From an optimization exercise on the open Yosys and OpenROAD flow, aimed at small area; shortcuts taken in it are not production practice. In this exercise RTL edits were held to simulation tests only and were not proved equivalent to the original.

==> inputs of trial 31 <==
Design motor1stab, start of the top module:
module motor1stab(clk, rst,
m1in, m2in, m3in, m4in, ch6ratio, ch3ratio,
m1ratio,m2ratio,m3ratio,m4ratio);
clock: 40.0 ns
lec_check: 0
cap_margin: 20
core_margin: 2
core_utilization: 70
cts_buf_list: sky130_fd_sc_hd__clkbuf_8
cts_cluster_size: 30
slew_margin: 20
standard.sh (not shown) runs the stock make flow with config.mk's settings and CLKGATE_MAP_FILE= SYNTH_SCRIPT=/design/flow/synth_recipe.tcl, a recipe that flattens the netlist after the stock synthesis.
==> flow/flow/run.sh <==
#!/bin/bash
# Own layout flow: the standard layout (standard.sh) with three changes:
#  - synthesis runs synth_recipe.tcl with its synth wrapper replaced by
#    flow/synth_proc.tcl: the full/half adders are extracted before synth's
#    abc -fast instead of after it (same passes otherwise, same registers);
#  - the logic is mapped with an area-oriented ABC script (flow/abc_area.script,
#    used as ORFS's abc_area.script with ABC_AREA=1);
#  - the port buffers are sky130_fd_sc_hd__buf_1 cells.
# Each step's output goes to its own log file in this folder.
set -euo pipefail
here=$(pwd)
rm -rf "$here/scripts_local"
cp -r "$FLOW_HOME/scripts" "$here/scripts_local"
cp "$here/flow/abc_area.script" "$here/scripts_local/abc_area.script"
first='proc synth {args} { yosys synth -nofsm -noshare {*}$args }'
if [[ "$(head -1 synth_recipe.tcl)" != "$first" ]]; then
  echo "synth_recipe.tcl does not start with the expected synth wrapper" >&2
  exit 1
fi
{ cat "$here/flow/synth_proc.tcl"; tail -n +2 synth_recipe.tcl; } > "$here/own_synth.tcl"
bash standard.sh SCRIPTS_DIR="$here/scripts_local" ABC_AREA=1 SYNTH_SCRIPT="$here/own_synth.tcl" synth > "$here/flow_synth.log" 2>&1
export BUFFER_PORTS_ARGS="-buffer_cell sky130_fd_sc_hd__buf_1"
bash standard.sh finish > "$here/flow_finish.log" 2>&1
==> flow/flow/abc_area.script <==
strash
dch -f
map -a
topo
==> flow/flow/synth_proc.tcl <==
# Replaces the first line of synth_recipe.tcl (its synth wrapper). Same synth -nofsm
# -noshare, except that the fine stage extracts the full and half adders (as ORFS's
# synth.tcl does later) before synth's own abc -fast, so that the adder structure of
# the RTL reaches the adder cells. Registers are not touched by this step.
proc synth {args} {
  set i [lsearch -exact $args "fine:"]
  if { $i > 0 && [lindex $args [expr {$i - 1}]] == "-run" } {
    # the fine stage of synth, with the full adders extracted before abc -fast
    set rest [lreplace $args [expr {$i - 1}] $i]
    set top [lindex $rest [expr {[lsearch -exact $rest "-top"] + 1}]]
    set extra {}
    set j [lsearch -exact $rest "-extra-map"]
    if { $j >= 0 } { set extra [list -map [lindex $rest [expr {$j + 1}]]] }
    yosys opt -fast -full
    yosys memory_map
    yosys opt -full
    yosys techmap -map +/techmap.v {*}$extra
    yosys opt -fast
    yosys extract_fa
    yosys techmap -map $::env(ADDER_MAP_FILE)
    yosys techmap
    yosys opt -fast
    yosys abc -fast
    yosys opt -fast
    yosys synth -nofsm -noshare -run check: {*}$rest
  } else {
    yosys synth -nofsm -noshare {*}$args
  }
}
==> trial 5: changes against trial 31 <==
==> flow/flow/run.sh (replaced) <==
#!/bin/bash
# Own layout flow: the standard layout (standard.sh) with two changes: synthesis
# maps the logic with an area-oriented ABC script (flow/abc_area.script, used as
# ORFS's abc_area.script with ABC_AREA=1) instead of ORFS's speed script.
# Yosys's own steps, and so the registers, are those of the standard synthesis.
# The port buffers are sky130_fd_sc_hd__buf_1 cells.
set -euo pipefail
here=$(pwd)
rm -rf "$here/scripts_local"
cp -r "$FLOW_HOME/scripts" "$here/scripts_local"
cp "$here/flow/abc_area.script" "$here/scripts_local/abc_area.script"
bash standard.sh SCRIPTS_DIR="$here/scripts_local" ABC_AREA=1 synth > "$here/flow_synth.log" 2>&1
export BUFFER_PORTS_ARGS="-buffer_cell sky130_fd_sc_hd__buf_1"
bash standard.sh finish > "$here/flow_finish.log" 2>&1
- CORE_UTILIZATION: 70 -> 55
removed: flow/flow/synth_proc.tcl
==> build 7: changes against trial 31 <==
- CORE_UTILIZATION: 70 -> 40
- CTS_BUF_LIST: sky130_fd_sc_hd__clkbuf_8 -> not set
- CTS_CLUSTER_SIZE: 30 -> not set
==> trial 1: changes against trial 31 <==
==> flow/run.sh (new file) <==
#!/bin/bash
# synth_recipe.tcl (not shown) runs the flow's synth.tcl, then flattens the netlist and writes it again
# the make line also repeats each setting of config.mk as NAME=value (left out here)
make -C /OpenROAD-flow-scripts/flow DESIGN_CONFIG=/design/flow/config.mk WORK_HOME=/design/flow/orfs CLKGATE_MAP_FILE= SYNTH_SCRIPT=/design/flow/synth_recipe.tcl finish
- CORE_UTILIZATION: 70 -> 40
- CTS_BUF_LIST: sky130_fd_sc_hd__clkbuf_8 -> not set
- CTS_CLUSTER_SIZE: 30 -> not set
removed: flow/flow/run.sh
removed: flow/flow/abc_area.script
removed: flow/flow/synth_proc.tcl
removed: flow/standard.sh
==> run notes <==
| metric | trial 5 | trial 1 | trial 31 | build 7 |
|---|---|---|---|---|
| Status | complete, no violations | complete, no violations | complete, no violations | complete, no violations |
| Grt met1 use | 43.5% | 33.1% | 52.4% | 32.4% |
| Most used cell along the critical path | sky130_fd_sc_hd__ha_1 | sky130_fd_sc_hd__fa_1 | sky130_fd_sc_hd__fa_1 | sky130_fd_sc_hd__fa_1 |
| Multi-Input Combinational | 1610 | 1678 | 1630 | 1630 |
| Final setup margin | 1.27 ns | 1.19 ns | 1.09 ns | 1.28 ns |
| Headroom to the max-slew limit | 19.3% | 27.1% | 20.7% | 22.2% |
| Worst-case hold slack | 0.382 ns | 0.368 ns | 0.378 ns | 0.379 ns |
| Starting DRT DRC Count | 1379 | 1314 | 1795 | 1146 |
| Basic-gate share of the synthesized area counting and, or, nand and nor cells | 10.8% | 11.0% | 11.5% | 11.5% |
| Post-Place Setup Slack | 1.17 ns | 0.0546 ns | 0.563 ns | 0.608 ns |
| Starting density of the core | 55.8% | 40.6% | 71.1% | 40.4% |
| Share of cell area taken by flip-flops and latches | 18.5% | 16.6% | 19.0% | 18.5% |
| Largest net degree at the start of global routing | 67 | 66 | 66 | 66 |
| Met1 Routed Length | 25000 um | 28700 um | 21300 um | 25100 um |
| Final clock period utilization by the worst path | 96.8% | 97.0% | 97.3% | 96.8% |
| Global-route met3 utilization | 2.82% | 2.97% | 6.53% | 3.75% |
| RSZ-0062 raised after global routing | false | - | false | false |
| Chip Height | 196 um | 238 um | 172 um | 226 um |
| Core Footprint | 0.0365 mm^2 | 0.0540 mm^2 | 0.0277 mm^2 | 0.0487 mm^2 |
| Post-Synthesis Net Count | 2741 | 2791 | 2558 | 2558 |
| Number of cells on the critical path | 91 | 93 | 81 | 83 |
| Launching element of the worst setup path | ch6ratio[6] | ch6ratio[9] | ch6ratio[5] | ch6ratio[5] |
| HPWL after DPL | 50600 um | 57500 um | 47200 um | 50000 um |
| DR vias/cell | 5.80 | 5.59 | 6.34 | 5.46 |

[static timing again, ports no longer ideal]
The flow's constraints put no driver on any port. The routed layouts listed below were extracted and timed again, unchanged, in two steps.
Step 1 sets driving cells, clkbuf_16 on the clock port and buf_2 on the other inputs (assumed; they add their load-dependent delay and slew).
Step 2 adds t to the input delays and takes it off the output delays; t is the mean of the earliest and latest rising clock arrival at the registers after step 1. Input paths then give back, and output paths get back, about the clock's delay inside the block.
Three values: ideal ports, drivers, drivers and shift; two values: the first two.
run | t (ns) | setup slack, ns | latest minus earliest clock arrival (ns) | worst slew at a driven data input, ns | cell pins on the clock port's net
trial 31 | 0.514 | 1.085 / 1.066 / 1.066 | 0.015 / 0.014 | 0.07 | 1
trial 5 | 0.522 | 1.269 / 1.246 / 1.246 | 0.018 / 0.019 | 0.04 | 1
build 7 | 0.486 | 1.276 / 1.231 / 1.231 | 0.012 / 0.012 | 0.06 | 1
trial 1 | 0.492 | 1.186 / 1.162 / 1.162 | 0.017 / 0.017 | 0.06 | 1
After both steps every run listed still meets setup and hold. For build 7, which loses most, drivers alone change the setup slack by -0.045 ns; drivers and shift together by -0.045 ns.
